From an optimization exercise on the open Yosys and OpenROAD flow, aimed at small area; shortcuts taken in it are not production practice.
Only simulation tests tie the RTL to the original design; equivalence was not proved.
Power figures rest on the tool's default switching activity, not on a simulated workload.

### flow/config.mk
export PLATFORM = sky130hd
export DESIGN_NAME = top_level
export DESIGN_NICKNAME = top_level
export VERILOG_FILES = /design/flow/design.v
export SDC_FILE = /design/flow/constraint.sdc
export NUM_CORES = 4
export LEC_CHECK = 0
export CAP_MARGIN = 20
export CORE_MARGIN = 2
export CORE_UTILIZATION = 50
export SLEW_MARGIN = 20
### flow/constraint.sdc
create_clock -name core_clock -period 10.0 [get_ports {clk}]
set_input_delay 2.0000 -clock core_clock [delete_from_list [all_inputs] [get_ports {clk}]]
set_output_delay 2.0000 -clock core_clock [all_outputs]
set_load 0.01 [all_outputs]
### flow/design.v
module top_level(clk,reset,btn_left,btn_right,sw_left,sw_right,rgb,h_sync,v_sync);
    input clk, reset;
    input btn_left, btn_right;
    input sw_left, sw_right;
    output [11:0] rgb;
    output h_sync, v_sync;
    reg [9:0] hc, vc;
    wire [10:0] hc_inc = {1'b0, hc} + 1'b1;
    wire line_end = (hc == 1022);
    always @(posedge clk)
        if (reset) begin
            hc <= 1022;
            vc <= 523;
        end else begin
            hc <= hc_inc[9:0] | {2'b00, {3{hc_inc[10]}}, 5'b00000};
            if (line_end) vc <= (vc == 524) ? 10'd0 : vc + 1'b1;
        end
    wire refr = (hc == 1023) && (vc == 479);
    wire refr_now = (hc == 1022) && (vc == 478);
    reg [6:0] lc;
    always @(posedge clk)
        if (reset) lc <= 7'd112;
        else if (line_end) lc <= (lc == 7'd112) ? 7'd1 : {lc[5:0], lc[6] ^ lc[5]};
    wire deb_tick = (hc == 1021) && (lc == 7'd112);
    reg [2:0] dl, dr;
    always @(posedge clk)
        if (reset) begin
            dl <= 3'b000;
            dr <= 3'b000;
        end else if (deb_tick) begin
            dl <= (btn_left == dl[2]) ? {3{dl[2]}} : {dl[1:0], btn_left};
            dr <= (btn_right == dr[2]) ? {3{dr[2]}} : {dr[1:0], btn_right};
        end
    reg [5:0] pl, pr;        
    always @(posedge clk)
        if (reset) begin
            pl <= 23;
            pr <= 23;
        end else if (refr_now) begin
            if (sw_left && dl[2] && (pl >= 5)) pl <= pl - 1'b1;
            else if (!sw_left && dl[2] && (pl <= 45)) pl <= pl + 1'b1;
            if (sw_right && dr[2] && (pr >= 5)) pr <= pr - 1'b1;
            else if (!sw_right && dr[2] && (pr <= 45)) pr <= pr + 1'b1;
        end
    wire [6:0] hq = hc[9:3];
    wire [2:0] hl = hc[2:0];
    wire [6:0] vq = vc[9:3];
    wire [2:0] vl = vc[2:0];
    wire [6:0] vq_cmp = vl[2] ? vq : vq - 7'd13;
    wire pl_at = (vq_cmp == {1'b0, pl});
    wire pr_at = (vq_cmp == {1'b0, pr});
    reg pl_rows, pr_rows;
    always @(posedge clk)
        if (reset) begin
            pl_rows <= 1'b0;
            pr_rows <= 1'b0;
        end else if (line_end && vl[1:0] == 0) begin
            if (vl[2] && pl_at) pl_rows <= 1'b1;
            else if (!vl[2] && pl_at) pl_rows <= 1'b0;
            if (vl[2] && pr_at) pr_rows <= 1'b1;
            else if (!vl[2] && pr_at) pr_rows <= 1'b0;
        end
    wire lp_on = (hc >= 283) && (hc <= 292) && pl_rows;
    wire rp_on = (hc >= 793) && (hc <= 802) && pr_rows;
    reg [6:0] bx;            
    reg [5:0] by;            
    wire bh0 = (hq == bx);
    wire bv0 = (vq == {1'b0, by});
    reg bh1, bv1;            
    always @(posedge clk) begin
        if (hl == 7) bh1 <= bh0;
        if (reset) bv1 <= 1'b0;
        else if (line_end && vl == 7) bv1 <= bv0;
    end
    wire [3:0] rx = bh0 ? {1'b0, hl} - 4'd2 : {1'b0, hl} + 4'd6;
    wire [3:0] ry = bv0 ? {1'b0, vl} - 4'd2 : {1'b0, vl} + 4'd6;
    wire bh_in = (bh0 && hl >= 2) || (bh1 && hl <= 3);
    wire bv_in = (bv0 && vl >= 2) || (bv1 && vl <= 3);
    reg shape;
    always @*
        case (ry)
            0, 9: shape = (rx >= 3) && (rx <= 6);
            1, 2, 7, 8: shape = (rx >= 1) && (rx <= 8);
            default: shape = 1'b1;
        endcase
    wire ball_on = bh_in && bv_in && shape;
    reg vx, vy;              
    reg [5:0] score;
    reg [1:0] cd;            
    reg cx;                  
    wire lost_l = (bx == 28);
    wire lost_r = (bx == 106);
    wire moving = !cd[1] && !cx;
    wire row_0 = bv0 && vl == 2;
    wire row_9 = bv1 && vl == 3;
    reg cl, cr;              
    always @(posedge clk)
        if (row_0) begin
            cl <= pl_rows;
            cr <= pr_rows;
        end
    always @(posedge clk)
        if (reset) begin
            bx <= 67;
            by <= 29;
            vx <= 1;
            vy <= 0;
            score <= 0;
            cd <= 3;
            cx <= 0;
        end else begin
            if (row_9) begin
                if (by <= 4) vy <= 1;
                else if (by >= 58) vy <= 0;
                else if (bx == 36 && cl && pl_rows) vx <= 1;
                else if (bx == 98 && cr && pr_rows) vx <= 0;
            end
            if (refr) begin
                if (lost_l || lost_r) begin
                    if (lost_l) score <= score + 6'd1;
                    else score <= score + 6'd8;
                    bx <= 67;
                    by <= 29;
                    cd <= 3;
                    cx <= 0;
                end else begin
                    if (moving) begin
                        bx <= vx ? bx + 1'b1 : bx - 1'b1;
                        by <= vy ? by + 1'b1 : by - 1'b1;
                    end
                    case ({cd, cx})
                        3'b110: cd <= 2;
                        3'b100: begin cd <= 1; cx <= 1; end
                        3'b011: cx <= 0;
                        3'b010: cd <= 0;
                        default: ;
                    endcase
                end
            end
        end
    wire [6:0] tx = hq;
    wire [2:0] k = hl;
    wire [5:0] ty = vc[9:4];
    wire [3:0] r = vc[3:0];
    reg [2:0] d;
    reg dv;
    always @* begin
        dv = 1'b1;
        d = 3'd0;
        if (ty == 1 && tx == 35) d = score[5:3];
        else if (ty == 1 && tx == 106) d = score[2:0];
        else if (ty == 15 && (tx == 63 || tx == 72) && cd != 0) d = {1'b0, cd};
        else dv = 1'b0;
    end
    reg g_83;
    always @*
        case ({r, k})
            {4'd2, 3'd2}, {4'd2, 3'd3}, {4'd2, 3'd4}, {4'd2, 3'd5}, {4'd2, 3'd6}: g_83 = 1'b1;
            {4'd3, 3'd1}, {4'd3, 3'd2}, {4'd3, 3'd6}, {4'd3, 3'd7}: g_83 = 1'b1;
            {4'd4, 3'd1}, {4'd4, 3'd2}, {4'd4, 3'd6}, {4'd4, 3'd7}: g_83 = 1'b1;
            {4'd5, 3'd2}, {4'd5, 3'd3}: g_83 = 1'b1;
            {4'd6, 3'd3}, {4'd6, 3'd4}, {4'd6, 3'd5}: g_83 = 1'b1;
            {4'd7, 3'd5}, {4'd7, 3'd6}: g_83 = 1'b1;
            {4'd8, 3'd6}, {4'd8, 3'd7}: g_83 = 1'b1;
            {4'd9, 3'd1}, {4'd9, 3'd2}, {4'd9, 3'd6}, {4'd9, 3'd7}: g_83 = 1'b1;
            {4'd10, 3'd1}, {4'd10, 3'd2}, {4'd10, 3'd6}, {4'd10, 3'd7}: g_83 = 1'b1;
            {4'd11, 3'd2}, {4'd11, 3'd3}, {4'd11, 3'd4}, {4'd11, 3'd5}, {4'd11, 3'd6}: g_83 = 1'b1;
            default: g_83 = 1'b0;
        endcase
    reg g_67;
    always @*
        case ({r, k})
            {4'd2, 3'd3}, {4'd2, 3'd4}, {4'd2, 3'd5}, {4'd2, 3'd6}: g_67 = 1'b1;
            {4'd3, 3'd2}, {4'd3, 3'd3}, {4'd3, 3'd6}, {4'd3, 3'd7}: g_67 = 1'b1;
            {4'd4, 3'd1}, {4'd4, 3'd2}, {4'd4, 3'd7}: g_67 = 1'b1;
            {4'd5, 3'd1}, {4'd5, 3'd2}: g_67 = 1'b1;
            {4'd6, 3'd1}, {4'd6, 3'd2}: g_67 = 1'b1;
            {4'd7, 3'd1}, {4'd7, 3'd2}: g_67 = 1'b1;
            {4'd8, 3'd1}, {4'd8, 3'd2}: g_67 = 1'b1;
            {4'd9, 3'd1}, {4'd9, 3'd2}, {4'd9, 3'd7}: g_67 = 1'b1;
            {4'd10, 3'd2}, {4'd10, 3'd3}, {4'd10, 3'd6}, {4'd10, 3'd7}: g_67 = 1'b1;
            {4'd11, 3'd3}, {4'd11, 3'd4}, {4'd11, 3'd5}, {4'd11, 3'd6}: g_67 = 1'b1;
            default: g_67 = 1'b0;
        endcase
    reg g_79;
    always @*
        case ({r, k})
            {4'd2, 3'd2}, {4'd2, 3'd3}, {4'd2, 3'd4}, {4'd2, 3'd5}, {4'd2, 3'd6}: g_79 = 1'b1;
            {4'd3, 3'd1}, {4'd3, 3'd2}, {4'd3, 3'd6}, {4'd3, 3'd7}: g_79 = 1'b1;
            {4'd4, 3'd1}, {4'd4, 3'd2}, {4'd4, 3'd6}, {4'd4, 3'd7}: g_79 = 1'b1;
            {4'd5, 3'd1}, {4'd5, 3'd2}, {4'd5, 3'd6}, {4'd5, 3'd7}: g_79 = 1'b1;
            {4'd6, 3'd1}, {4'd6, 3'd2}, {4'd6, 3'd6}, {4'd6, 3'd7}: g_79 = 1'b1;
            {4'd7, 3'd1}, {4'd7, 3'd2}, {4'd7, 3'd6}, {4'd7, 3'd7}: g_79 = 1'b1;
            {4'd8, 3'd1}, {4'd8, 3'd2}, {4'd8, 3'd6}, {4'd8, 3'd7}: g_79 = 1'b1;
            {4'd9, 3'd1}, {4'd9, 3'd2}, {4'd9, 3'd6}, {4'd9, 3'd7}: g_79 = 1'b1;
            {4'd10, 3'd1}, {4'd10, 3'd2}, {4'd10, 3'd6}, {4'd10, 3'd7}: g_79 = 1'b1;
            {4'd11, 3'd2}, {4'd11, 3'd3}, {4'd11, 3'd4}, {4'd11, 3'd5}, {4'd11, 3'd6}: g_79 = 1'b1;
            default: g_79 = 1'b0;
        endcase
    reg g_82;
    always @*
        case ({r, k})
            {4'd2, 3'd1}, {4'd2, 3'd2}, {4'd2, 3'd3}, {4'd2, 3'd4}, {4'd2, 3'd5}, {4'd2, 3'd6}: g_82 = 1'b1;
            {4'd3, 3'd2}, {4'd3, 3'd3}, {4'd3, 3'd6}, {4'd3, 3'd7}: g_82 = 1'b1;
            {4'd4, 3'd2}, {4'd4, 3'd3}, {4'd4, 3'd6}, {4'd4, 3'd7}: g_82 = 1'b1;
            {4'd5, 3'd2}, {4'd5, 3'd3}, {4'd5, 3'd6}, {4'd5, 3'd7}: g_82 = 1'b1;
            {4'd6, 3'd2}, {4'd6, 3'd3}, {4'd6, 3'd4}, {4'd6, 3'd5}, {4'd6, 3'd6}: g_82 = 1'b1;
            {4'd7, 3'd2}, {4'd7, 3'd3}, {4'd7, 3'd5}, {4'd7, 3'd6}: g_82 = 1'b1;
            {4'd8, 3'd2}, {4'd8, 3'd3}, {4'd8, 3'd6}, {4'd8, 3'd7}: g_82 = 1'b1;
            {4'd9, 3'd2}, {4'd9, 3'd3}, {4'd9, 3'd6}, {4'd9, 3'd7}: g_82 = 1'b1;
            {4'd10, 3'd2}, {4'd10, 3'd3}, {4'd10, 3'd6}, {4'd10, 3'd7}: g_82 = 1'b1;
            {4'd11, 3'd1}, {4'd11, 3'd2}, {4'd11, 3'd3}, {4'd11, 3'd6}, {4'd11, 3'd7}: g_82 = 1'b1;
            default: g_82 = 1'b0;
        endcase
    reg g_69;
    always @*
        case ({r, k})
            {4'd2, 3'd1}, {4'd2, 3'd2}, {4'd2, 3'd3}, {4'd2, 3'd4}, {4'd2, 3'd5}, {4'd2, 3'd6}, {4'd2, 3'd7}: g_69 = 1'b1;
            {4'd3, 3'd2}, {4'd3, 3'd3}, {4'd3, 3'd6}, {4'd3, 3'd7}: g_69 = 1'b1;
            {4'd4, 3'd2}, {4'd4, 3'd3}, {4'd4, 3'd7}: g_69 = 1'b1;
            {4'd5, 3'd2}, {4'd5, 3'd3}, {4'd5, 3'd5}: g_69 = 1'b1;
            {4'd6, 3'd2}, {4'd6, 3'd3}, {4'd6, 3'd4}, {4'd6, 3'd5}: g_69 = 1'b1;
            {4'd7, 3'd2}, {4'd7, 3'd3}, {4'd7, 3'd5}: g_69 = 1'b1;
            {4'd8, 3'd2}, {4'd8, 3'd3}: g_69 = 1'b1;
            {4'd9, 3'd2}, {4'd9, 3'd3}, {4'd9, 3'd7}: g_69 = 1'b1;
            {4'd10, 3'd2}, {4'd10, 3'd3}, {4'd10, 3'd6}, {4'd10, 3'd7}: g_69 = 1'b1;
            {4'd11, 3'd1}, {4'd11, 3'd2}, {4'd11, 3'd3}, {4'd11, 3'd4}, {4'd11, 3'd5}, {4'd11, 3'd6}, {4'd11, 3'd7}: g_69 = 1'b1;
            default: g_69 = 1'b0;
        endcase
    reg g_58;
    always @*
        case ({r, k})
            {4'd4, 3'd4}, {4'd4, 3'd5}: g_58 = 1'b1;
            {4'd5, 3'd4}, {4'd5, 3'd5}: g_58 = 1'b1;
            {4'd9, 3'd4}, {4'd9, 3'd5}: g_58 = 1'b1;
            {4'd10, 3'd4}, {4'd10, 3'd5}: g_58 = 1'b1;
            default: g_58 = 1'b0;
        endcase
    reg g_80;
    always @*
        case ({r, k})
            {4'd2, 3'd1}, {4'd2, 3'd2}, {4'd2, 3'd3}, {4'd2, 3'd4}, {4'd2, 3'd5}, {4'd2, 3'd6}: g_80 = 1'b1;
            {4'd3, 3'd2}, {4'd3, 3'd3}, {4'd3, 3'd6}, {4'd3, 3'd7}: g_80 = 1'b1;
            {4'd4, 3'd2}, {4'd4, 3'd3}, {4'd4, 3'd6}, {4'd4, 3'd7}: g_80 = 1'b1;
            {4'd5, 3'd2}, {4'd5, 3'd3}, {4'd5, 3'd6}, {4'd5, 3'd7}: g_80 = 1'b1;
            {4'd6, 3'd2}, {4'd6, 3'd3}, {4'd6, 3'd4}, {4'd6, 3'd5}, {4'd6, 3'd6}: g_80 = 1'b1;
            {4'd7, 3'd2}, {4'd7, 3'd3}: g_80 = 1'b1;
            {4'd8, 3'd2}, {4'd8, 3'd3}: g_80 = 1'b1;
            {4'd9, 3'd2}, {4'd9, 3'd3}: g_80 = 1'b1;
            {4'd10, 3'd2}, {4'd10, 3'd3}: g_80 = 1'b1;
            {4'd11, 3'd1}, {4'd11, 3'd2}, {4'd11, 3'd3}, {4'd11, 3'd4}: g_80 = 1'b1;
            default: g_80 = 1'b0;
        endcase
    reg g_73;
    always @*
        case ({r, k})
            {4'd2, 3'd3}, {4'd2, 3'd4}, {4'd2, 3'd5}, {4'd2, 3'd6}: g_73 = 1'b1;
            {4'd3, 3'd4}, {4'd3, 3'd5}: g_73 = 1'b1;
            {4'd4, 3'd4}, {4'd4, 3'd5}: g_73 = 1'b1;
            {4'd5, 3'd4}, {4'd5, 3'd5}: g_73 = 1'b1;
            {4'd6, 3'd4}, {4'd6, 3'd5}: g_73 = 1'b1;
            {4'd7, 3'd4}, {4'd7, 3'd5}: g_73 = 1'b1;
            {4'd8, 3'd4}, {4'd8, 3'd5}: g_73 = 1'b1;
            {4'd9, 3'd4}, {4'd9, 3'd5}: g_73 = 1'b1;
            {4'd10, 3'd4}, {4'd10, 3'd5}: g_73 = 1'b1;
            {4'd11, 3'd3}, {4'd11, 3'd4}, {4'd11, 3'd5}, {4'd11, 3'd6}: g_73 = 1'b1;
            default: g_73 = 1'b0;
        endcase
    reg g_78;
    always @*
        case ({r, k})
            {4'd2, 3'd1}, {4'd2, 3'd2}, {4'd2, 3'd6}, {4'd2, 3'd7}: g_78 = 1'b1;
            {4'd3, 3'd1}, {4'd3, 3'd2}, {4'd3, 3'd3}, {4'd3, 3'd6}, {4'd3, 3'd7}: g_78 = 1'b1;
            {4'd4, 3'd1}, {4'd4, 3'd2}, {4'd4, 3'd3}, {4'd4, 3'd4}, {4'd4, 3'd6}, {4'd4, 3'd7}: g_78 = 1'b1;
            {4'd5, 3'd1}, {4'd5, 3'd2}, {4'd5, 3'd3}, {4'd5, 3'd4}, {4'd5, 3'd5}, {4'd5, 3'd6}, {4'd5, 3'd7}: g_78 = 1'b1;
            {4'd6, 3'd1}, {4'd6, 3'd2}, {4'd6, 3'd4}, {4'd6, 3'd5}, {4'd6, 3'd6}, {4'd6, 3'd7}: g_78 = 1'b1;
            {4'd7, 3'd1}, {4'd7, 3'd2}, {4'd7, 3'd5}, {4'd7, 3'd6}, {4'd7, 3'd7}: g_78 = 1'b1;
            {4'd8, 3'd1}, {4'd8, 3'd2}, {4'd8, 3'd6}, {4'd8, 3'd7}: g_78 = 1'b1;
            {4'd9, 3'd1}, {4'd9, 3'd2}, {4'd9, 3'd6}, {4'd9, 3'd7}: g_78 = 1'b1;
            {4'd10, 3'd1}, {4'd10, 3'd2}, {4'd10, 3'd6}, {4'd10, 3'd7}: g_78 = 1'b1;
            {4'd11, 3'd1}, {4'd11, 3'd2}, {4'd11, 3'd6}, {4'd11, 3'd7}: g_78 = 1'b1;
            default: g_78 = 1'b0;
        endcase
    reg g_71;
    always @*
        case ({r, k})
            {4'd2, 3'd3}, {4'd2, 3'd4}, {4'd2, 3'd5}, {4'd2, 3'd6}: g_71 = 1'b1;
            {4'd3, 3'd2}, {4'd3, 3'd3}, {4'd3, 3'd6}, {4'd3, 3'd7}: g_71 = 1'b1;
            {4'd4, 3'd1}, {4'd4, 3'd2}, {4'd4, 3'd7}: g_71 = 1'b1;
            {4'd5, 3'd1}, {4'd5, 3'd2}: g_71 = 1'b1;
            {4'd6, 3'd1}, {4'd6, 3'd2}: g_71 = 1'b1;
            {4'd7, 3'd1}, {4'd7, 3'd2}, {4'd7, 3'd4}, {4'd7, 3'd5}, {4'd7, 3'd6}, {4'd7, 3'd7}: g_71 = 1'b1;
            {4'd8, 3'd1}, {4'd8, 3'd2}, {4'd8, 3'd6}, {4'd8, 3'd7}: g_71 = 1'b1;
            {4'd9, 3'd1}, {4'd9, 3'd2}, {4'd9, 3'd6}, {4'd9, 3'd7}: g_71 = 1'b1;
            {4'd10, 3'd2}, {4'd10, 3'd3}, {4'd10, 3'd6}, {4'd10, 3'd7}: g_71 = 1'b1;
            {4'd11, 3'd3}, {4'd11, 3'd4}, {4'd11, 3'd5}, {4'd11, 3'd7}: g_71 = 1'b1;
            default: g_71 = 1'b0;
        endcase
    reg g_45;
    always @*
        case ({r, k})
            {4'd7, 3'd2}, {4'd7, 3'd3}, {4'd7, 3'd4}, {4'd7, 3'd5}, {4'd7, 3'd6}, {4'd7, 3'd7}: g_45 = 1'b1;
            default: g_45 = 1'b0;
        endcase
    reg g_d;
    always @*
        case ({d, r, k})
            {3'd0, 4'd2, 3'd2}, {3'd0, 4'd2, 3'd3}, {3'd0, 4'd2, 3'd4}, {3'd0, 4'd2, 3'd5}, {3'd0, 4'd2, 3'd6}: g_d = 1'b1;
            {3'd0, 4'd3, 3'd1}, {3'd0, 4'd3, 3'd2}, {3'd0, 4'd3, 3'd6}, {3'd0, 4'd3, 3'd7}: g_d = 1'b1;
            {3'd0, 4'd4, 3'd1}, {3'd0, 4'd4, 3'd2}, {3'd0, 4'd4, 3'd6}, {3'd0, 4'd4, 3'd7}: g_d = 1'b1;
            {3'd0, 4'd5, 3'd1}, {3'd0, 4'd5, 3'd2}, {3'd0, 4'd5, 3'd5}, {3'd0, 4'd5, 3'd6}, {3'd0, 4'd5, 3'd7}: g_d = 1'b1;
            {3'd0, 4'd6, 3'd1}, {3'd0, 4'd6, 3'd2}, {3'd0, 4'd6, 3'd4}, {3'd0, 4'd6, 3'd5}, {3'd0, 4'd6, 3'd6}, {3'd0, 4'd6, 3'd7}: g_d = 1'b1;
            {3'd0, 4'd7, 3'd1}, {3'd0, 4'd7, 3'd2}, {3'd0, 4'd7, 3'd3}, {3'd0, 4'd7, 3'd4}, {3'd0, 4'd7, 3'd6}, {3'd0, 4'd7, 3'd7}: g_d = 1'b1;
            {3'd0, 4'd8, 3'd1}, {3'd0, 4'd8, 3'd2}, {3'd0, 4'd8, 3'd3}, {3'd0, 4'd8, 3'd6}, {3'd0, 4'd8, 3'd7}: g_d = 1'b1;
            {3'd0, 4'd9, 3'd1}, {3'd0, 4'd9, 3'd2}, {3'd0, 4'd9, 3'd6}, {3'd0, 4'd9, 3'd7}: g_d = 1'b1;
            {3'd0, 4'd10, 3'd1}, {3'd0, 4'd10, 3'd2}, {3'd0, 4'd10, 3'd6}, {3'd0, 4'd10, 3'd7}: g_d = 1'b1;
            {3'd0, 4'd11, 3'd2}, {3'd0, 4'd11, 3'd3}, {3'd0, 4'd11, 3'd4}, {3'd0, 4'd11, 3'd5}, {3'd0, 4'd11, 3'd6}: g_d = 1'b1;
            {3'd1, 4'd2, 3'd4}, {3'd1, 4'd2, 3'd5}: g_d = 1'b1;
            {3'd1, 4'd3, 3'd3}, {3'd1, 4'd3, 3'd4}, {3'd1, 4'd3, 3'd5}: g_d = 1'b1;
            {3'd1, 4'd4, 3'd2}, {3'd1, 4'd4, 3'd3}, {3'd1, 4'd4, 3'd4}, {3'd1, 4'd4, 3'd5}: g_d = 1'b1;
            {3'd1, 4'd5, 3'd4}, {3'd1, 4'd5, 3'd5}: g_d = 1'b1;
            {3'd1, 4'd6, 3'd4}, {3'd1, 4'd6, 3'd5}: g_d = 1'b1;
            {3'd1, 4'd7, 3'd4}, {3'd1, 4'd7, 3'd5}: g_d = 1'b1;
            {3'd1, 4'd8, 3'd4}, {3'd1, 4'd8, 3'd5}: g_d = 1'b1;
            {3'd1, 4'd9, 3'd4}, {3'd1, 4'd9, 3'd5}: g_d = 1'b1;
            {3'd1, 4'd10, 3'd4}, {3'd1, 4'd10, 3'd5}: g_d = 1'b1;
            {3'd1, 4'd11, 3'd2}, {3'd1, 4'd11, 3'd3}, {3'd1, 4'd11, 3'd4}, {3'd1, 4'd11, 3'd5}, {3'd1, 4'd11, 3'd6}, {3'd1, 4'd11, 3'd7}: g_d = 1'b1;
            {3'd2, 4'd2, 3'd2}, {3'd2, 4'd2, 3'd3}, {3'd2, 4'd2, 3'd4}, {3'd2, 4'd2, 3'd5}, {3'd2, 4'd2, 3'd6}: g_d = 1'b1;
            {3'd2, 4'd3, 3'd1}, {3'd2, 4'd3, 3'd2}, {3'd2, 4'd3, 3'd6}, {3'd2, 4'd3, 3'd7}: g_d = 1'b1;
            {3'd2, 4'd4, 3'd6}, {3'd2, 4'd4, 3'd7}: g_d = 1'b1;
            {3'd2, 4'd5, 3'd5}, {3'd2, 4'd5, 3'd6}: g_d = 1'b1;
            {3'd2, 4'd6, 3'd4}, {3'd2, 4'd6, 3'd5}: g_d = 1'b1;
            {3'd2, 4'd7, 3'd3}, {3'd2, 4'd7, 3'd4}: g_d = 1'b1;
            {3'd2, 4'd8, 3'd2}, {3'd2, 4'd8, 3'd3}: g_d = 1'b1;
            {3'd2, 4'd9, 3'd1}, {3'd2, 4'd9, 3'd2}: g_d = 1'b1;
            {3'd2, 4'd10, 3'd1}, {3'd2, 4'd10, 3'd2}, {3'd2, 4'd10, 3'd6}, {3'd2, 4'd10, 3'd7}: g_d = 1'b1;
            {3'd2, 4'd11, 3'd1}, {3'd2, 4'd11, 3'd2}, {3'd2, 4'd11, 3'd3}, {3'd2, 4'd11, 3'd4}, {3'd2, 4'd11, 3'd5}, {3'd2, 4'd11, 3'd6}, {3'd2, 4'd11, 3'd7}: g_d = 1'b1;
            {3'd3, 4'd2, 3'd2}, {3'd3, 4'd2, 3'd3}, {3'd3, 4'd2, 3'd4}, {3'd3, 4'd2, 3'd5}, {3'd3, 4'd2, 3'd6}: g_d = 1'b1;
            {3'd3, 4'd3, 3'd1}, {3'd3, 4'd3, 3'd2}, {3'd3, 4'd3, 3'd6}, {3'd3, 4'd3, 3'd7}: g_d = 1'b1;
            {3'd3, 4'd4, 3'd6}, {3'd3, 4'd4, 3'd7}: g_d = 1'b1;
            {3'd3, 4'd5, 3'd6}, {3'd3, 4'd5, 3'd7}: g_d = 1'b1;
            {3'd3, 4'd6, 3'd3}, {3'd3, 4'd6, 3'd4}, {3'd3, 4'd6, 3'd5}, {3'd3, 4'd6, 3'd6}: g_d = 1'b1;
            {3'd3, 4'd7, 3'd6}, {3'd3, 4'd7, 3'd7}: g_d = 1'b1;
            {3'd3, 4'd8, 3'd6}, {3'd3, 4'd8, 3'd7}: g_d = 1'b1;
            {3'd3, 4'd9, 3'd6}, {3'd3, 4'd9, 3'd7}: g_d = 1'b1;
            {3'd3, 4'd10, 3'd1}, {3'd3, 4'd10, 3'd2}, {3'd3, 4'd10, 3'd6}, {3'd3, 4'd10, 3'd7}: g_d = 1'b1;
            {3'd3, 4'd11, 3'd2}, {3'd3, 4'd11, 3'd3}, {3'd3, 4'd11, 3'd4}, {3'd3, 4'd11, 3'd5}, {3'd3, 4'd11, 3'd6}: g_d = 1'b1;
            {3'd4, 4'd2, 3'd5}, {3'd4, 4'd2, 3'd6}: g_d = 1'b1;
            {3'd4, 4'd3, 3'd4}, {3'd4, 4'd3, 3'd5}, {3'd4, 4'd3, 3'd6}: g_d = 1'b1;
            {3'd4, 4'd4, 3'd3}, {3'd4, 4'd4, 3'd4}, {3'd4, 4'd4, 3'd5}, {3'd4, 4'd4, 3'd6}: g_d = 1'b1;
            {3'd4, 4'd5, 3'd2}, {3'd4, 4'd5, 3'd3}, {3'd4, 4'd5, 3'd5}, {3'd4, 4'd5, 3'd6}: g_d = 1'b1;
            {3'd4, 4'd6, 3'd1}, {3'd4, 4'd6, 3'd2}, {3'd4, 4'd6, 3'd5}, {3'd4, 4'd6, 3'd6}: g_d = 1'b1;
            {3'd4, 4'd7, 3'd1}, {3'd4, 4'd7, 3'd2}, {3'd4, 4'd7, 3'd3}, {3'd4, 4'd7, 3'd4}, {3'd4, 4'd7, 3'd5}, {3'd4, 4'd7, 3'd6}, {3'd4, 4'd7, 3'd7}: g_d = 1'b1;
            {3'd4, 4'd8, 3'd5}, {3'd4, 4'd8, 3'd6}: g_d = 1'b1;
            {3'd4, 4'd9, 3'd5}, {3'd4, 4'd9, 3'd6}: g_d = 1'b1;
            {3'd4, 4'd10, 3'd5}, {3'd4, 4'd10, 3'd6}: g_d = 1'b1;
            {3'd4, 4'd11, 3'd4}, {3'd4, 4'd11, 3'd5}, {3'd4, 4'd11, 3'd6}, {3'd4, 4'd11, 3'd7}: g_d = 1'b1;
            {3'd5, 4'd2, 3'd1}, {3'd5, 4'd2, 3'd2}, {3'd5, 4'd2, 3'd3}, {3'd5, 4'd2, 3'd4}, {3'd5, 4'd2, 3'd5}, {3'd5, 4'd2, 3'd6}, {3'd5, 4'd2, 3'd7}: g_d = 1'b1;
            {3'd5, 4'd3, 3'd1}, {3'd5, 4'd3, 3'd2}: g_d = 1'b1;
            {3'd5, 4'd4, 3'd1}, {3'd5, 4'd4, 3'd2}: g_d = 1'b1;
            {3'd5, 4'd5, 3'd1}, {3'd5, 4'd5, 3'd2}: g_d = 1'b1;
            {3'd5, 4'd6, 3'd1}, {3'd5, 4'd6, 3'd2}, {3'd5, 4'd6, 3'd3}, {3'd5, 4'd6, 3'd4}, {3'd5, 4'd6, 3'd5}, {3'd5, 4'd6, 3'd6}: g_d = 1'b1;
            {3'd5, 4'd7, 3'd6}, {3'd5, 4'd7, 3'd7}: g_d = 1'b1;
            {3'd5, 4'd8, 3'd6}, {3'd5, 4'd8, 3'd7}: g_d = 1'b1;
            {3'd5, 4'd9, 3'd6}, {3'd5, 4'd9, 3'd7}: g_d = 1'b1;
            {3'd5, 4'd10, 3'd1}, {3'd5, 4'd10, 3'd2}, {3'd5, 4'd10, 3'd6}, {3'd5, 4'd10, 3'd7}: g_d = 1'b1;
            {3'd5, 4'd11, 3'd2}, {3'd5, 4'd11, 3'd3}, {3'd5, 4'd11, 3'd4}, {3'd5, 4'd11, 3'd5}, {3'd5, 4'd11, 3'd6}: g_d = 1'b1;
            {3'd6, 4'd2, 3'd3}, {3'd6, 4'd2, 3'd4}, {3'd6, 4'd2, 3'd5}: g_d = 1'b1;
            {3'd6, 4'd3, 3'd2}, {3'd6, 4'd3, 3'd3}: g_d = 1'b1;
            {3'd6, 4'd4, 3'd1}, {3'd6, 4'd4, 3'd2}: g_d = 1'b1;
            {3'd6, 4'd5, 3'd1}, {3'd6, 4'd5, 3'd2}: g_d = 1'b1;
            {3'd6, 4'd6, 3'd1}, {3'd6, 4'd6, 3'd2}, {3'd6, 4'd6, 3'd3}, {3'd6, 4'd6, 3'd4}, {3'd6, 4'd6, 3'd5}, {3'd6, 4'd6, 3'd6}: g_d = 1'b1;
            {3'd6, 4'd7, 3'd1}, {3'd6, 4'd7, 3'd2}, {3'd6, 4'd7, 3'd6}, {3'd6, 4'd7, 3'd7}: g_d = 1'b1;
            {3'd6, 4'd8, 3'd1}, {3'd6, 4'd8, 3'd2}, {3'd6, 4'd8, 3'd6}, {3'd6, 4'd8, 3'd7}: g_d = 1'b1;
            {3'd6, 4'd9, 3'd1}, {3'd6, 4'd9, 3'd2}, {3'd6, 4'd9, 3'd6}, {3'd6, 4'd9, 3'd7}: g_d = 1'b1;
            {3'd6, 4'd10, 3'd1}, {3'd6, 4'd10, 3'd2}, {3'd6, 4'd10, 3'd6}, {3'd6, 4'd10, 3'd7}: g_d = 1'b1;
            {3'd6, 4'd11, 3'd2}, {3'd6, 4'd11, 3'd3}, {3'd6, 4'd11, 3'd4}, {3'd6, 4'd11, 3'd5}, {3'd6, 4'd11, 3'd6}: g_d = 1'b1;
            {3'd7, 4'd2, 3'd1}, {3'd7, 4'd2, 3'd2}, {3'd7, 4'd2, 3'd3}, {3'd7, 4'd2, 3'd4}, {3'd7, 4'd2, 3'd5}, {3'd7, 4'd2, 3'd6}, {3'd7, 4'd2, 3'd7}: g_d = 1'b1;
            {3'd7, 4'd3, 3'd1}, {3'd7, 4'd3, 3'd2}, {3'd7, 4'd3, 3'd6}, {3'd7, 4'd3, 3'd7}: g_d = 1'b1;
            {3'd7, 4'd4, 3'd6}, {3'd7, 4'd4, 3'd7}: g_d = 1'b1;
            {3'd7, 4'd5, 3'd6}, {3'd7, 4'd5, 3'd7}: g_d = 1'b1;
            {3'd7, 4'd6, 3'd5}, {3'd7, 4'd6, 3'd6}: g_d = 1'b1;
            {3'd7, 4'd7, 3'd4}, {3'd7, 4'd7, 3'd5}: g_d = 1'b1;
            {3'd7, 4'd8, 3'd3}, {3'd7, 4'd8, 3'd4}: g_d = 1'b1;
            {3'd7, 4'd9, 3'd3}, {3'd7, 4'd9, 3'd4}: g_d = 1'b1;
            {3'd7, 4'd10, 3'd3}, {3'd7, 4'd10, 3'd4}: g_d = 1'b1;
            {3'd7, 4'd11, 3'd3}, {3'd7, 4'd11, 3'd4}: g_d = 1'b1;
            default: g_d = 1'b0;
        endcase
    wire text_on = (dv && g_d) || ((ty == 1) && (
        ((tx == 29 || tx == 100) && g_83) ||
        ((tx == 30 || tx == 101) && g_67) ||
        ((tx == 31 || tx == 67 || tx == 102) && g_79) ||
        ((tx == 32 || tx == 103) && g_82) ||
        ((tx == 33 || tx == 104) && g_69) ||
        ((tx == 34 || tx == 105) && g_58) ||
        ((tx == 61 || tx == 66) && g_80) ||
        ((tx == 62) && g_73) ||
        ((tx == 63 || tx == 68) && g_78) ||
        ((tx == 64 || tx == 69) && g_71) ||
        ((tx == 65) && g_45)));
    wire top_on = (vc >= 33) && (vc <= 35) && ((hc < 863) || (hc == 1023));
    assign rgb =
        text_on   ? 12'h0f0 :
        top_on    ? 12'hff0 :
        ball_on   ? 12'h00f :
        (lp_on || rp_on) ? 12'hfff : 12'h000;
    assign h_sync = ~((hc >= 887) && (hc < 983));
    assign v_sync = ~((vc >= 489) && (vc < 491));
endmodule
### flow/flow/run.sh
#!/bin/bash
# Own layout flow:
#  1. the standard synthesis (standard.sh, up to 1_2_yosys.v);
#  2. the combinational logic between the synthesised flip-flops is mapped
#     again by ABC for area (flow/reopt.ys: two rounds of deepsyn), from a
#     few random seeds, keeping the smallest; the flip-flops, their names and cell types are kept
#     exactly as synthesised;
#  3. the standard layout (standard.sh finish) from that netlist, with
#     plain buf_1 cells as the port buffers and a clock tree of clkbuf_8
#     cells without dummy loads.
# Each tool's output goes to a log file of its own in the work folder.
set -euo pipefail
W=$(pwd)
R="$W/orfs/results/$FLOW_PLATFORM/top_level/base"
YOSYS="$FLOW_HOME/../tools/install/yosys/bin/yosys"
[[ -x "$YOSYS" ]] || YOSYS=$(command -v yosys)
LIB="$FLOW_HOME/platforms/$FLOW_PLATFORM/lib/sky130_fd_sc_hd__tt_025C_1v80.lib"

bash standard.sh "$R/1_2_yosys.v" > "$W/flow_synth.log" 2>&1
cp "$R/1_2_yosys.v" "$W/std_1_2_yosys.v"

# flip-flop cells the standard synthesis used: kept as black boxes
FFS=$(grep -o 'sky130_fd_sc_hd__[a-z0-9_]*' "$W/std_1_2_yosys.v" | sort -u | grep -E '__(df|edf|sdf|dl)' | tr '\n' ' ')
# cells the platform marks don't-use, as the standard synthesis passed them to ABC
DONT=$(grep -o -- '-dont_use [^ ]*' "$W/orfs/logs/$FLOW_PLATFORM/top_level/base/1_2_yosys.log" | sort -u | tr '\n' ' ')

best=""
best_area=""
for S in 1 2 3 4; do
  sed -e "s|@LIB@|$LIB|g" -e "s|@FFS@|$FFS|g" -e "s|@DONT@|$DONT|g" \
      -e "s|@T@|150|g" -e "s|@S@|$S|g" -e "s|@S2@|$((S + 10))|g" \
      -e "s|@IN@|$W/std_1_2_yosys.v|g" -e "s|@OUT@|$W/reopt_$S.v|g" \
      "$W/flow/reopt.ys" > "$W/reopt_$S.ys"
  "$YOSYS" -s "$W/reopt_$S.ys" > "$W/flow_reopt_$S.log" 2>&1 &
done
wait
for S in 1 2 3 4; do
  a=$(grep 'Chip area' "$W/flow_reopt_$S.log" | tail -1 | awk '{print $NF}') || continue
  [[ -n "$a" && -s "$W/reopt_$S.v" ]] || continue
  if [[ -z "$best" ]] || awk -v a="$a" -v b="$best_area" 'BEGIN{exit !(a < b)}'; then
    best=$S; best_area=$a
  fi
done
echo "reopt: seed $best, area $best_area" > "$W/flow_reopt.log"
cp "$W/reopt_$best.v" "$R/1_2_yosys.v"
touch "$R/1_2_yosys.v"
export BUFFER_PORTS_ARGS="-buffer_cell sky130_fd_sc_hd__buf_1"
export CTS_ARGS="-sink_clustering_enable -repair_clock_nets -buf_list sky130_fd_sc_hd__clkbuf_8 -root_buf sky130_fd_sc_hd__clkbuf_8 -dont_use_dummy_load"
bash standard.sh finish > "$W/flow_layout.log" 2>&1
### flow/flow/reopt.ys
# Re-map the combinational logic of the standard synthesis for area.
# The liberty cells are read as logic so that flatten turns the netlist's
# gates into plain logic; the flip-flop cells stay black boxes.
read_liberty -ignore_miss_func -ignore_miss_dir -ignore_miss_data_latch @LIB@
read_verilog @IN@
hierarchy -check -top top_level
blackbox @FFS@
flatten
opt -purge
abc -liberty @LIB@ @DONT@ -script +strash;&get,-n;&st;&deepsyn,-T,@T@,-S,@S@;&dch;&nf,-a;&put;strash;&get,-n;&st;&deepsyn,-T,@T@,-S,@S2@;&dch;&nf,-a;&put;topo;stime,-c
# the cells ABC placed, as black boxes again
read_liberty -lib -overwrite -ignore_miss_dir @LIB@
hierarchy -check -top top_level
opt_clean -purge
hilomap -singleton -hicell sky130_fd_sc_hd__conb_1 HI -locell sky130_fd_sc_hd__conb_1 LO
insbuf -buf sky130_fd_sc_hd__buf_1 A X
opt_clean -purge
check -assert
stat -liberty @LIB@
write_verilog -noattr -noexpr -nohex -nodec @OUT@
### flow/standard.sh
#!/bin/bash
# synth_recipe.tcl (not shown) runs the flow's synth.tcl, then flattens the netlist and writes it again
# the make line also repeats each setting of config.mk as NAME=value (left out here)
make -C /OpenROAD-flow-scripts/flow DESIGN_CONFIG=/design/flow/config.mk WORK_HOME=/design/flow/orfs CLKGATE_MAP_FILE= SYNTH_SCRIPT=/design/flow/synth_recipe.tcl "${@:-finish}"
==> results.txt, run 1 <==
Detailed routing:
- The detail-routed net length per standard cell is 19.5 um.
- The length of the first detailed-routing pass in iterations is 5.
- In the routed design, unresolved DRC markers number 0.
- The initial DRC count is 638.
- The detailed-route vias per instance is 6.58.
- Across all layers, the routed design uses 5373 vias.
- Once detail routing completed, the nets flagged for antenna violations numbered 0.
- Summed over all layers, the routed wires come to 15.9 mm.

Yosys:
- The number of cells produced by synthesis is 663.
- The mean instance size in the synthesized netlist is 7.45 um^2.
- The synthesized netlist occupies a cell area of 0.00494 mm^2.
- The post-synthesis net count is 669.
- The yosys synthesis warning count is 1.

STA:
- The sum of negative setup slack is 0 ns.
- The final cycle utilization of the critical path is 60.7%.
- Measured against its own limit, the worst slew margin works out to 29.4%.
- The number of hold violations in the final report came to 0.
- The final setup slack of the worst path is 3.93 ns.
- Between clock sinks in the finished design, the worst skew comes to 0.0232 ns.
- The minimum period implied by the final worst setup slack is 6.07 ns.
- Setup violations remaining at the end of the flow were counted as 0.
- The final hold slack is 0.466 ns.
- Setup repair after global routing left no endpoint under its margin.
- The max-slew violation total from the final report is 0.
- The transition time of the tightest slew-check pin is 1.03 ns.
- Based on the critical path, the design can be clocked at up to 165 MHz.

CTS:
- The post-CTS setup repair buffer count is 0.
- Clock tree synthesis inserted a total of 9 buffers.
- Clock-pin slew was measured on the worst setup and hold paths at 0.06 ns.
- The clock tree buffer depth is 2.
- Gates resized during post-CTS repair numbered 0.
- The CTS sink count is 75.
- CTS placed an instance of sky130_fd_sc_hd__clkbuf_8 at the clock tree root.
- In this run, post-CTS hold repair placed 0 buffers.
- The clock tree from TritonCTS is built.
- The H-tree was split into 3 levels.
- The later pin in the worst-skew pair is clocked with a latency of 0.37 ns.

Floorplan:
- The number of I/O pins is 20.
- The horizontal die dimension is 103 um.
- The row count is 36.
- Once the floorplan was initialized, standard cells occupied 51.0% of the core.
- The die footprint is 0.0107 mm^2.
- The floorplan step defined a core boundary enclosing 0.00968 mm^2.
- Measured along the y axis, the die boundary spans 103 um.

Flow run:
- The tool flagged a number of max-cap violations equal to 0.

GRT:
- The total overflow left after global routing is 0.
- The first-pass GRT wire length is 25.0 mm.
- The number of antenna violations at the first check in global routing is 0.
- Entering global routing, the biggest net connects 32 pins.
- The via count of the first global-routing pass is 4728.
- In the global route stage, overall resource usage came out at 30.6%.

Power:
- VDD sags by at most 106 uV.
- For this design the static power due to leakage is 1.70 nW.
- Dividing total power by cell area gives a power density of 167 mW/mm^2.
- The total design power is 0.882 mW.

Worst setup path:
- The data required time of the critical path is 8.00 ns.
- STA classifies the critical path startpoint as a flip-flop.
- The family with the most delay on the worst path is compound AO/OA/AOI/OAI gates.
- The worst path buffer plus inverter count is 1.
- Traced cell by cell, the critical path runs through and2_0 -> o21ai_0 -> nand4_1 -> a31o_1 -> a21oi_1 -> or4_1 -> a2111oi_0 -> o22ai_1 -> a21oi_1 -> buf_1.
- The setup path with the least slack is of type flip-flop to output pin.
- The slowest stage of the critical path belongs to the cell sky130_fd_sc_hd__dfxtp_1.
- The top fanout value on the critical path is 25.
- STA classifies the critical path endpoint as an output pin.
- STA puts the critical path data arrival time at 4.07 ns.
- The library cell appearing most often on the critical path is sky130_fd_sc_hd__a21oi_1.
- The largest single stage delay on the critical path is 0.90 ns.

Placement:
- Detailed placement ended at an HPWL of 11.6 mm.
- Buffers placed on the I/O ports in this run total 19.
- Counting tap cells, the placed design contains a total of 807 instances.
- The worst slack at placement is 4.44 ns.
- The instance area after placement is 0.00516 mm^2.
- Routability-driven placement finished with a final weighted congestion of 0.958.

Min path:
- The path class of the tightest hold or removal check is flip-flop to flip-flop.

Cells and area:
- Compared with the post-synthesis result, the final layout area differs by 7.01%.
- In the final layout, the share of cells above drive strength 1 is 1.90%.
- Summing all non-filler instances in the final layout gives an area of 0.00529 mm^2.
- Leaving out filler cells and counting taps, the final layout contains 816.
- The net count of the finished layout is 691.
- For this run, the share of the core covered by cells in the final layout is 54.6%.
- The number of antenna diodes is 0.

Status:
- The flow ran to the end and the layout has no timing, DRC or antenna violations.
==> area by class of cell <==
type | instances | area (um^2)
clock buffers | 9 | 124
fillers | 957 | 4400
inverters | 21 | 78.8
multi-input cells | 555 | 3290
flip-flops and latches | 75 | 1530
well taps | 133 | 166
repair buffers | 23 | 101
==> state kept, by name (all words and copies together), names as in the netlist, 6 cells and up <==
| signal | count |
|---|---|
| by | 6 |
| bx | 7 |
| lc | 7 |
| hc | 10 |
| pr | 6 |
| score | 6 |
| pl | 6 |
| vc | 10 |
==> per-layer routing <==
layer | vias to the layer above | global-route usage, % | part of all wire, %
met2 | 248 | 49.4 | 47
met4 | 0 | 13.3 | 3.3
met3 | 48 | 4.91 | 6.7
met1 | 2513 | 40.5 | 43
li1 | 2564 | - | -
met5 | - | 0 | 0
==> path summary, 6_finish.rpt <==
kind	startpoint	endpoint	slack (ns)	cells after the start
worst max register to register	hc[5]$_SDFF_PP1_	score[5]$_SDFFE_PP0P_	5.74	9
worst min-delay path	score[5]$_SDFFE_PP0P_	score[5]$_SDFFE_PP0P_	0.47	1
worst min register to register	score[5]$_SDFFE_PP0P_	score[5]$_SDFFE_PP0P_	0.47	1
worst max-delay path	vc[1]$_SDFFE_PP1P_	rgb[9]	3.93	10
==> placed cells by master (no fill, tap or decap), drive strengths merged, types with 7 or more instances in the layout <==
cell type / n
nor2b: 15
nor2: 61
a211oi: 8
clkinv: 21
nor3: 46
nand2: 66
xor2: 10
nand3: 29
or3: 9
a21oi: 49
nor4: 12
a31oi: 11
a22o: 8
buf: 23
xnor2: 25
clkbuf: 9
and3: 10
dfxtp: 72
o22ai: 9
o21ai: 59
nand2b: 12
o21a: 7
nand4: 13
==> report_power, final <==
part	internal (mW)	switching [mW]	total (mW)
clock	0.0804	0.103	0.184
combinational	0.112	0.211	0.323
sequential	0.317	0.0582	0.375
==> run 2: changes to the inputs <==
==> flow/flow/run.sh (replaced) <==
#!/bin/bash
# Own layout flow:
#  1. the standard synthesis (standard.sh, up to 1_2_yosys.v);
#  2. the combinational logic between the synthesised flip-flops is mapped
#     again by ABC for area (flow/reopt.ys): two rounds of deepsyn from four
#     random seeds, then don't-care based resynthesis (mfs3) of the best in a
#     few variants; each result must be proved equivalent to the standard
#     synthesis (flow/equiv.ys) and the smallest proved one is kept. The
#     flip-flops, their names and cell types stay exactly as synthesised;
#  3. the standard layout (standard.sh finish) from that netlist, with
#     plain buf_1 cells as the port buffers and a clock tree of clkbuf_8
#     cells without dummy loads.
# Each tool's output goes to a log file of its own in the work folder.
set -uo pipefail
W=$(pwd)
R="$W/orfs/results/$FLOW_PLATFORM/top_level/base"
YOSYS="$FLOW_HOME/../tools/install/yosys/bin/yosys"
[[ -x "$YOSYS" ]] || YOSYS=$(command -v yosys)
LIB="$FLOW_HOME/platforms/$FLOW_PLATFORM/lib/sky130_fd_sc_hd__tt_025C_1v80.lib"

bash standard.sh "$R/1_2_yosys.v" > "$W/flow_synth.log" 2>&1 || exit 1
STD="$W/std_1_2_yosys.v"
cp "$R/1_2_yosys.v" "$STD"

# flip-flop cells the standard synthesis used: kept as black boxes
FFS=$(grep -o 'sky130_fd_sc_hd__[a-z0-9_]*' "$STD" | sort -u | grep -E '__(df|edf|sdf|dl)' | tr '\n' ' ')
# cells the platform marks don't-use, as the standard synthesis passed them to ABC
DONT=$(grep -o -- '-dont_use [^ ]*' "$W/orfs/logs/$FLOW_PLATFORM/top_level/base/1_2_yosys.log" | sort -u | tr '\n' ' ')

# reopt NAME IN SCRIPT: writes $W/NAME.v and $W/flow_NAME.log
reopt() {
  local script
  script=$(printf '%s' "$3" | sed 's/[&|\\]/\\&/g')
  sed -e "s|@LIB@|$LIB|g" -e "s|@FFS@|$FFS|g" -e "s|@DONT@|$DONT|g" \
      -e "s|@SCRIPT@|$script|g" -e "s|@IN@|$2|g" -e "s|@OUT@|$W/$1.v|g" \
      "$W/flow/reopt.ys" > "$W/$1.ys"
  "$YOSYS" -s "$W/$1.ys" > "$W/flow_$1.log" 2>&1 || rm -f "$W/$1.v"
}
# proved NAME: NAME.v does what the standard synthesis does
proved() {
  sed -e "s|@LIB@|$LIB|g" -e "s|@GOLD@|$STD|g" -e "s|@GATE@|$W/$1.v|g" \
      "$W/flow/equiv.ys" > "$W/equiv_$1.ys"
  "$YOSYS" -s "$W/equiv_$1.ys" > "$W/flow_equiv_$1.log" 2>&1
}
area() { grep 'Chip area' "$W/flow_$1.log" | tail -1 | awk '{print $NF}'; }

best="std"; best_area=999999999
cp "$STD" "$W/std.v"
pick() {
  for n in "$@"; do
    [[ -s "$W/$n.v" ]] || continue
    a=$(area "$n"); [[ -n "$a" ]] || continue
    if awk -v a="$a" -v b="$best_area" 'BEGIN{exit !(a < b)}' && proved "$n"; then
      best=$n; best_area=$a
    fi
  done
}

DS='strash;&get,-n;&st;&deepsyn,-T,150,-S,@A@;&dch;&nf,-a;&put;strash;&get,-n;&st;&deepsyn,-T,150,-S,@B@;&dch;&nf,-a;&put;topo;stime,-c'
for S in 1 2 3 4; do
  reopt "ds_$S" "$STD" "$(echo "$DS" | sed -e "s/@A@/$S/" -e "s/@B@/$((S + 10))/")" &
done
wait
pick ds_1 ds_2 ds_3 ds_4
A="$best"

M='strash;&get,-n;&st;&dch;&nf,-a;&put;'
reopt mfs_1 "$W/$A.v" "${M}mfs3,-ae;mfs3,-ae;topo;stime,-c" &
reopt mfs_2 "$W/$A.v" "${M}mfs3,-ae,-R,2;topo;stime,-c" &
reopt mfs_3 "$W/$A.v" "${M}mfs3,-ae,-K,8;topo;stime,-c" &
reopt mfs_4 "$W/$A.v" "${M}mfs3,-ae;topo;stime,-c" &
wait
pick mfs_1 mfs_2 mfs_3 mfs_4

echo "reopt: kept $best, area $best_area (deepsyn best $A)" > "$W/flow_reopt.log"
cp "$W/$best.v" "$R/1_2_yosys.v"
touch "$R/1_2_yosys.v"
export BUFFER_PORTS_ARGS="-buffer_cell sky130_fd_sc_hd__buf_1"
export CTS_ARGS="-sink_clustering_enable -repair_clock_nets -buf_list sky130_fd_sc_hd__clkbuf_8 -root_buf sky130_fd_sc_hd__clkbuf_8 -dont_use_dummy_load"
bash standard.sh finish > "$W/flow_layout.log" 2>&1
==> flow/flow/equiv.ys (new file) <==
# Proves that @GATE@ does what @GOLD@ does: the combinational logic between
# the same, same-named flip-flops.
read_liberty -ignore_miss_func -ignore_miss_dir -ignore_miss_data_latch @LIB@
read_verilog @GOLD@
rename top_level gold
read_verilog @GATE@
rename top_level gate
hierarchy -check
flatten
rename -hide w:_*
opt_clean
equiv_make gold gate eq
hierarchy -top eq
equiv_simple
equiv_induct
equiv_status -assert
==> flow/flow/reopt.ys (replaced) <==
# Re-map the combinational logic of a netlist for area with the ABC script
# @SCRIPT@. The liberty cells are read as logic so that flatten turns the
# netlist's gates into plain logic; the flip-flop cells stay black boxes.
read_liberty -ignore_miss_func -ignore_miss_dir -ignore_miss_data_latch @LIB@
read_verilog @IN@
hierarchy -check -top top_level
blackbox @FFS@
flatten
opt -purge
abc -liberty @LIB@ @DONT@ -script +@SCRIPT@
# the cells ABC placed, as black boxes again
read_liberty -lib -overwrite -ignore_miss_dir @LIB@
hierarchy -check -top top_level
opt_clean -purge
hilomap -singleton -hicell sky130_fd_sc_hd__conb_1 HI -locell sky130_fd_sc_hd__conb_1 LO
insbuf -buf sky130_fd_sc_hd__buf_1 A X
opt_clean -purge
check -assert
stat -liberty @LIB@
write_verilog -noattr -noexpr -nohex -nodec @OUT@
==> results.txt, run 2 <==
Status:
- The flow ran to the end and the layout has no timing, DRC or antenna violations.

Detailed routing:
- The total via count in the routed design was 5110 (-4.9%).
- The initial DRC count was 370 (-42%).
- The wire length reported by the detailed router was 14.3 mm (-10%).
- The detailed-route vias per instance was 6.32 (-4.1%).
- The number of nets still failing antenna checks after routing is 0 (unchanged).
- The length of the first detailed-routing pass in iterations is 5 (unchanged).
- The final routed DRC violation total was 0 (unchanged).
- The detail-routed net length per standard cell is 17.7 um (-9.4%).

Yosys:
- The mean instance size in the synthesized netlist was 7.39 um^2 (-0.92%).
- The post-synthesis net count is 665 (-0.60%).
- The combined area of all synthesized cells was 0.00487 mm^2 (-1.5%).
- The number of cells produced by synthesis is 659 (-0.60%).
- The yosys synthesis warning count is 1 (unchanged).

CTS:
- The post-CTS setup repair buffer count is 0 (unchanged).
- The CTS sink count is 75 (unchanged).
- The clock transition time at the flip-flop clock pins of the worst setup and hold paths came to 0.07 ns (about the same).
- The H-tree depth is 3 (unchanged).
- The total of cells resized after clock tree synthesis is 0 (unchanged).
- The quantity of hold-fixing buffers added after cts is 0 (unchanged).
- The clock tree from TritonCTS is built.
- The clock latency reported for the late side of the worst-skew pair is 0.36 ns (about the same).
- The clock root buffer master is sky130_fd_sc_hd__clkbuf_8.
- The total clock buffers created by CTS is 9 (unchanged).
- The clock tree buffer depth came to 2 (unchanged).

STA:
- The final hold slack came to 0.465 ns (-0.000631 ns).
- The final setup slack of the worst path is 3.85 ns (-0.0867 ns).
- The post-route clock skew is 0.0269 ns (+0.00364 ns).
- Setup repair after global routing left no endpoint under its margin.
- The worst-case headroom to the max-slew limit is 33.3% (+3.9 points).
- The sum of negative setup slack is 0 ns (unchanged).
- The number of hold violations in the final report was 0 (unchanged).
- The final cycle utilization of the critical path came to 61.5% (+0.87 points).
- The minimum period implied by the final worst setup slack was 6.15 ns (+0.0867 ns).
- The transition time of the tightest slew-check pin is 0.993 ns (-0.0393 ns).
- The highest clock frequency the design can meet is 162 MHz (-1.4%).
- The number of failing setup endpoints in the final timing report is 0 (unchanged).
- The max-slew violation total from the final report came to 0 (unchanged).

Power:
- The power density over the cells is 146 mW/mm^2 (-12%).
- The total design power is 0.758 mW (-14%).
- The leakage power summed over all cells was 1.73 nW (+1.4%).
- The worst voltage drop across the vdd grid is 90.2 uV (-15%).

Worst setup path:
- The critical path arrival is 4.15 ns (+0.08 ns).
- The signal on the critical path passes through nand3_1 -> nor3_1 -> o21a_1 -> mux2i_1 -> o2111ai_1 -> a31oi_1 -> a22oi_1 -> a22o_1 -> a211oi_1 -> buf_1.
- The depth of the worst register-to-register path was 9 (unchanged).
- The data required time of the critical path came to 8.00 ns (about the same).
- The kind of cell with the highest combined delay along the critical path is compound AO/OA/AOI/OAI gates.
- The type of element capturing the critical path is an output pin.
- The total number of cells along the worst setup path is 10 (unchanged).
- The worst setup path is launched from a flip-flop.
- The critical path's slowest cell is sky130_fd_sc_hd__dfxtp_1.
- The critical path in this run is classified as flip-flop to output pin.
- The top fanout value on the critical path was 15 (-40%).
- The worst path buffer plus inverter count is 1 (unchanged).
- The largest stage delay on the critical path came to 0.66 ns (-0.24 ns).

GRT:
- The maximum number of pins on one net before global-route repair came to 55 (+72%).
- The first-pass GRT wire length came to 23.1 mm (-7.7%).
- The overall fraction of global-route tracks in use is 28.0% (-2.6 points).
- The global route total overflow is 0 (unchanged).
- The number of antenna violations at the first check in global routing came to 0 (unchanged).
- The via count of the first global-routing pass is 4487 (-5.1%).

Placement:
- The worst slack at placement was 4.34 ns (-0.101 ns).
- The placed cell count is 800 (-0.87%).
- The HPWL reported at the end of detailed placement is 10.8 mm (-7.3%).
- The instance area after placement is 0.00507 mm^2 (-1.9%).
- The count of buffers from port buffering is 19 (unchanged).
- The routability congestion estimate from global placement is 1.12 (+17%).

Min path:
- The kind of path behind the tightest hold check is flip-flop to flip-flop.
- The number of instances on the worst hold path is 2 (+1).

Cells and area:
- From synthesis to final layout, the design area changed by 6.68%.
- The share of post-route cells with drive strength above 1 was 1.63% (-0.28 points).
- The utilization of the core after routing is 54.1% (-0.49 points).
- The post-layout instance area is 0.00519 mm^2 (-1.8%).
- In the final layout, the registers with the most flip-flops are hc x10, vc x10.
- The top cell types in the final layout, fill and taps aside, are sky130_fd_sc_hd__nor2_1 (78), sky130_fd_sc_hd__dfxtp_1 (72), sky130_fd_sc_hd__nand2_1 (63).
- The final cell count without fillers was 809 (-0.86%).
- The commonest non-fill, non-tap cell in the layout is sky130_fd_sc_hd__nor2_1.
- The net count of the finished layout is 684 (-1.0%).
- The number of antenna diodes came to 0 (unchanged).

Floorplan:
- The die height is 103 um (-0.73%).
- The horizontal die dimension is 103 um (-0.73%).
- The total core area was 0.00959 mm^2 (-0.93%).
- The row count is 36 (unchanged).
- The number of I/O pins is 20 (unchanged).
- The die footprint is 0.0105 mm^2 (-1.5%).
- The initial core utilization is 50.7% (-0.30 points).

Flow run:
- The number of max-cap violations is 0 (unchanged).
run 2: report_power, final:
part	internal, mW	total, mW	switching (mW)	leakage [nW]
Combinational	0.0752	0.224	0.149	1.05
Sequential	0.314	0.353	0.0384	0.608
Clock	0.0804	0.181	0.101	0.0647
Total	0.470	0.758	0.288	1.73
run 2: worst paths after layout:
path / startpoint / slack [ns] / end
max: hc[5]$_SDFF_PP1_ / 3.85 / rgb[1]
min: score[3]$_SDFFE_PP0P_ / 0.47 / score[3]$_SDFFE_PP0P_
max reg2reg: hc[5]$_SDFF_PP1_ / 6.18 / by[5]$_SDFFE_PP0P_
min reg2reg: score[3]$_SDFFE_PP0P_ / 0.47 / score[3]$_SDFFE_PP0P_
run 2: worst reg2reg max path, delay by kind of cell, from the launching register on:
family / cells / cell delay [ns]
and+or+nand+nor: 6 / 2.34
AOI/OAI and AO/OA: 3 / 0.75
DFF: 1 / 0.66
run 2: per-layer routing:
metal / part of all wire, % / vias up / routed length (um) / track usage [%]
met5: 0 / - / 0 / 0
met4: 2.5 / 0 / 351 / 9.85
met3: 6.8 / 36 / 973 / 5.83
met2: 44 / 213 / 6330 / 42.1
met1: 46 / 2368 / 6650 / 39.6
li1: - / 2493 / - / -
run 2: area by class of cell:
| cell class | count | area [um^2] |
|---|---|---|
| clock buffer | 9 | 124 |
| fill | 965 | 4400 |
| inverter | 25 | 93.8 |
| multi-input combinational | 547 | 3200 |
| sequential | 75 | 1530 |
| tap | 133 | 166 |
| timing repair buffer | 20 | 80.1 |
==> run 3: changes to the inputs <==
--- a/flow/flow/run.sh
+++ b/flow/flow/run.sh
@@ -4,3 +4,3 @@
 #  2. the combinational logic between the synthesised flip-flops is mapped
-#     again by ABC for area (flow/reopt.ys): two rounds of deepsyn from four
+#     again by ABC for area (flow/reopt.ys): two rounds of deepsyn (270 s each) from four
 #     random seeds, then don't-care based resynthesis (mfs3) of the best in a
@@ -58,3 +58,3 @@
 
-DS='strash;&get,-n;&st;&deepsyn,-T,150,-S,@A@;&dch;&nf,-a;&put;strash;&get,-n;&st;&deepsyn,-T,150,-S,@B@;&dch;&nf,-a;&put;topo;stime,-c'
+DS='strash;&get,-n;&st;&deepsyn,-T,270,-S,@A@;&dch;&nf,-a;&put;strash;&get,-n;&st;&deepsyn,-T,270,-S,@B@;&dch;&nf,-a;&put;topo;stime,-c'
 for S in 1 2 3 4; do
==> results.txt, run 3 <==
Status:
- The run finished with no timing, DRC or antenna violations.

STA:
- The final cycle utilization of the critical path came to 66.3% (+4.8 points).
- The number of hold violations in the final report is 0 (unchanged).
- The sum of negative setup slack is 0 ns (unchanged).
- The minimum period implied by the final worst setup slack is 6.63 ns (+0.475 ns).
- Setup repair after global routing left no endpoint under its margin.
- The post-route clock skew came to 0.0274 ns (+0.000513 ns).
- The max-slew violation total from the final report was 0 (unchanged).
- The highest clock frequency the design can meet is 151 MHz (-7.2%).
- The final hold slack was 0.459 ns (-0.00618 ns).
- The final setup slack of the worst path was 3.37 ns (-0.475 ns).
- The number of failing setup endpoints in the final timing report came to 0 (unchanged).
- The transition time of the tightest slew-check pin is 1.03 ns (+0.0415 ns).
- The worst-case headroom to the max-slew limit was 30.5% (-2.8 points).

Placement:
- The worst slack at placement came to 3.92 ns (-0.420 ns).
- The count of buffers from port buffering is 19 (unchanged).
- The HPWL reported at the end of detailed placement came to 10.6 mm (-2.1%).
- The routability congestion estimate from global placement was 1.03 (-7.8%).

CTS:
- The clock tree buffer depth is 2 (unchanged).
- The total clock buffers created by CTS is 9 (unchanged).
- Clock tree synthesis selected as its root buffer the cell sky130_fd_sc_hd__clkbuf_8.
- The quantity of hold-fixing buffers added after cts is 0 (unchanged).
- The CTS sink count is 75 (unchanged).
- The clock latency reported for the late side of the worst-skew pair is 0.38 ns (+0.02 ns).
- TritonCTS built the clock tree.
- The post-CTS setup repair buffer count is 0 (unchanged).
- The total of cells resized after clock tree synthesis came to 0 (unchanged).
- The H-tree depth was 3 (unchanged).
- The clock transition time at the flip-flop clock pins of the worst setup and hold paths is 0.09 ns (+0.02 ns).

GRT:
- The number of antenna violations at the first check in global routing is 0 (unchanged).
- The via count of the first global-routing pass is 4508 (+0.47%).
- The maximum number of pins on one net before global-route repair came to 52 (-5.5%).
- The overall fraction of global-route tracks in use came to 28.1% (+0.11 points).
- The first-pass GRT wire length was 22.8 mm (-1.2%).
- The global route total overflow is 0 (unchanged).

Worst setup path:
- The critical path's slowest cell is sky130_fd_sc_hd__dfxtp_1.
- The startpoint identified for the worst register-to-register timing path is hc[5]$_SDFF_PP1_.
- The type of the worst setup path is flip-flop to output pin.
- The worst flop-to-flop path endpoint is by[3]$_SDFFE_PP1P_.
- Walking the worst path, the cells encountered are nor2b_1 -> nand2_1 -> nor2b_1 -> or2_0 -> nand2_1 -> a22o_1 -> a31oi_1 -> nor2_1 -> nand2b_1 -> a21oi_1 -> a31oi_1 -> a221oi_1 -> o21ai_0 -> o21a_1 -> nor3_1 -> buf_1.
- The largest stage delay on the critical path is 0.84 ns (+0.18 ns).
- The depth of the worst register-to-register path came to 7 (-2).
- The type of element capturing the critical path is an output pin.
- The top fanout value on the critical path is 22 (+7).
- STA classifies the critical path startpoint as a flip-flop.
- The critical path starts at vc[3]$_SDFFE_PP1P_.
- The register-to-register setup slack is 6.21 ns (+0.03 ns).
- The data required time of the critical path came to 8.00 ns (about the same).
- The critical path arrival was 4.63 ns (+0.48 ns).

Flow run:
- The number of max-cap violations was 0 (unchanged).

Floorplan:
- The die footprint is 0.0105 mm^2 (about the same).
- The die height is 103 um (about the same).
- The total core area is 0.00959 mm^2 (unchanged).
- The horizontal die dimension is 103 um (about the same).
- The number of I/O pins was 20 (unchanged).
- The initial core utilization is 50.7% (about the same).
- The row count is 36 (unchanged).

Cells and area:
- The largest registers in the layout are hc x10, vc x10.
- The net count of the finished layout is 687 (+0.44%).
- The number of antenna diodes is 0 (unchanged).
- The share of post-route cells with drive strength above 1 is 1.62% (-0.0072 points).
- The top cell types in the final layout, fill and taps aside, are sky130_fd_sc_hd__nand2_1 (77), sky130_fd_sc_hd__nor2_1 (72), sky130_fd_sc_hd__dfxtp_1 (72).
- The commonest non-fill, non-tap cell in the layout is sky130_fd_sc_hd__nand2_1.
- The signed area change from the synthesized netlist to the final layout is 6.61% (about the same).

Detailed routing:
- The final routed DRC violation total is 0 (unchanged).
- The number of nets still failing antenna checks after routing was 0 (unchanged).
- The length of the first detailed-routing pass in iterations came to 8 (+3).
- The wire length reported by the detailed router is 14.2 mm (-0.68%).
- The initial DRC count came to 446 (+21%).
- The total via count in the routed design came to 5090 (-0.39%).
- The detailed-route vias per instance is 6.27 (-0.76%).
- The detail-routed net length per standard cell was 17.5 um (-1.1%).

Min path:
- The source of the worst hold timing path is lc[4]$_SDFFE_PP1P_.
- For hold timing, the worst endpoint is lc[5]$_SDFFE_PP1P_.
- The kind of path behind the tightest hold check is flip-flop to flip-flop.
- The number of instances on the worst hold path is 2 (unchanged).

Power:
- The leakage power summed over all cells is 1.77 nW (+2.3%).
- The power density over the cells was 146 mW/mm^2 (-0.33%).
- The worst voltage drop across the vdd grid is 112 uV (+25%).

Yosys:
- The combined area of all synthesized cells came to 0.00487 mm^2 (about the same).
- The number of cells produced by synthesis was 663 (+0.61%).
- The mean instance size in the synthesized netlist is 7.34 um^2 (-0.58%).
- The post-synthesis net count was 669 (+0.60%).
- The yosys synthesis warning count is 1 (unchanged).
==> run 3: final cells by class <==
cell class,instances,area (um^2)
Sequential cell,75,1530
Inverter,27,101
Tap cell,133,166
Clock buffer,9,124
Fill cell,949,4400
Timing Repair Buffer,20,80.1
Multi-Input combinational cell,548,3190
==> run 3: power by group <==
part           switching (mW)  internal [mW]  total [mW]
clock                   0.103         0.0803       0.183
combinational           0.139         0.0782       0.217
sequential             0.0399          0.315       0.355
total                   0.282          0.473       0.755
==> run 3: how the worst max path moves through the flow <==
stage	end
floorplan	rgb[0]
global placement	rgb[5]
detailed placement	rgb[10]
CTS	rgb[10]
global route	rgb[2]
finish	rgb[10]
==> run 3: per-layer routing <==
metal / track usage [%] / wire [um] / share of wire [%] / vias to the layer above
met5: 0 / 0 / 0 / -
met2: 43.7 / 6420 / 45 / 217
met4: 12.6 / 566 / 4.0 / 0
met1: 36.6 / 6110 / 43 / 2352
li1: - / - / - / 2475
met3: 7.32 / 1110 / 7.8 / 46
==> run 3: critical path, delay by kind of cell (launching register included) <==
family	cells	cell delay, ns
and+or+nand+nor	8	1.80
buffers and inverters	1	0.20
DFF	1	0.84
AOI/OAI and AO/OA	7	1.44
==> run 3: stage by stage <==
step	total power [mW]	cell area, um^2	util, %	instances
final	0.755	5190	54.1	812
after global routing	0.796	5190	54.1	812
after CTS	0.756	5190	54.1	812
after detailed placement	0.571	5070	52.8	803
after global placement	0.575	5070	52.8	803
after floorplan	0.507	4870	-	663

-- what the ideal ports hide --
In the flow no input, the clock included, has a driving cell. The finished layouts below were timed again as built, in two steps.
Step 1 (the two cells are an assumption about what drives the block):
set clk [get_ports {clk}]
set_driving_cell -lib_cell sky130_fd_sc_hd__clkbuf_16 $clk
set_driving_cell -lib_cell sky130_fd_sc_hd__buf_2 [delete_from_list [all_inputs] $clk]
Step 2 times the ports against the registers' clock, not the clock port: input delays grow and output delays shrink by t, the midpoint of the rising clock arrivals with the driver on.
Three values: ideal, step 1, step 2; two values: the first two.
| run | t (ns) | setup slack, ns | worst setup path at the end | worst register clock-pin slew, ns | worst slew at a driven data input, ns |
|---|---|---|---|---|---|
| run 1 | 0.387 | 3.932 / 3.901 / 4.288 | register to output | 0.09 / 0.09 | 0.03 |
| run 2 | 0.374 | 3.845 / 3.814 / 4.188 | register to output | 0.08 / 0.08 | 0.03 |
| run 3 | 0.396 | 3.370 / 3.338 / 3.734 | register to output | 0.09 / 0.09 | 0.03 |
After both steps every run listed still meets setup and hold.
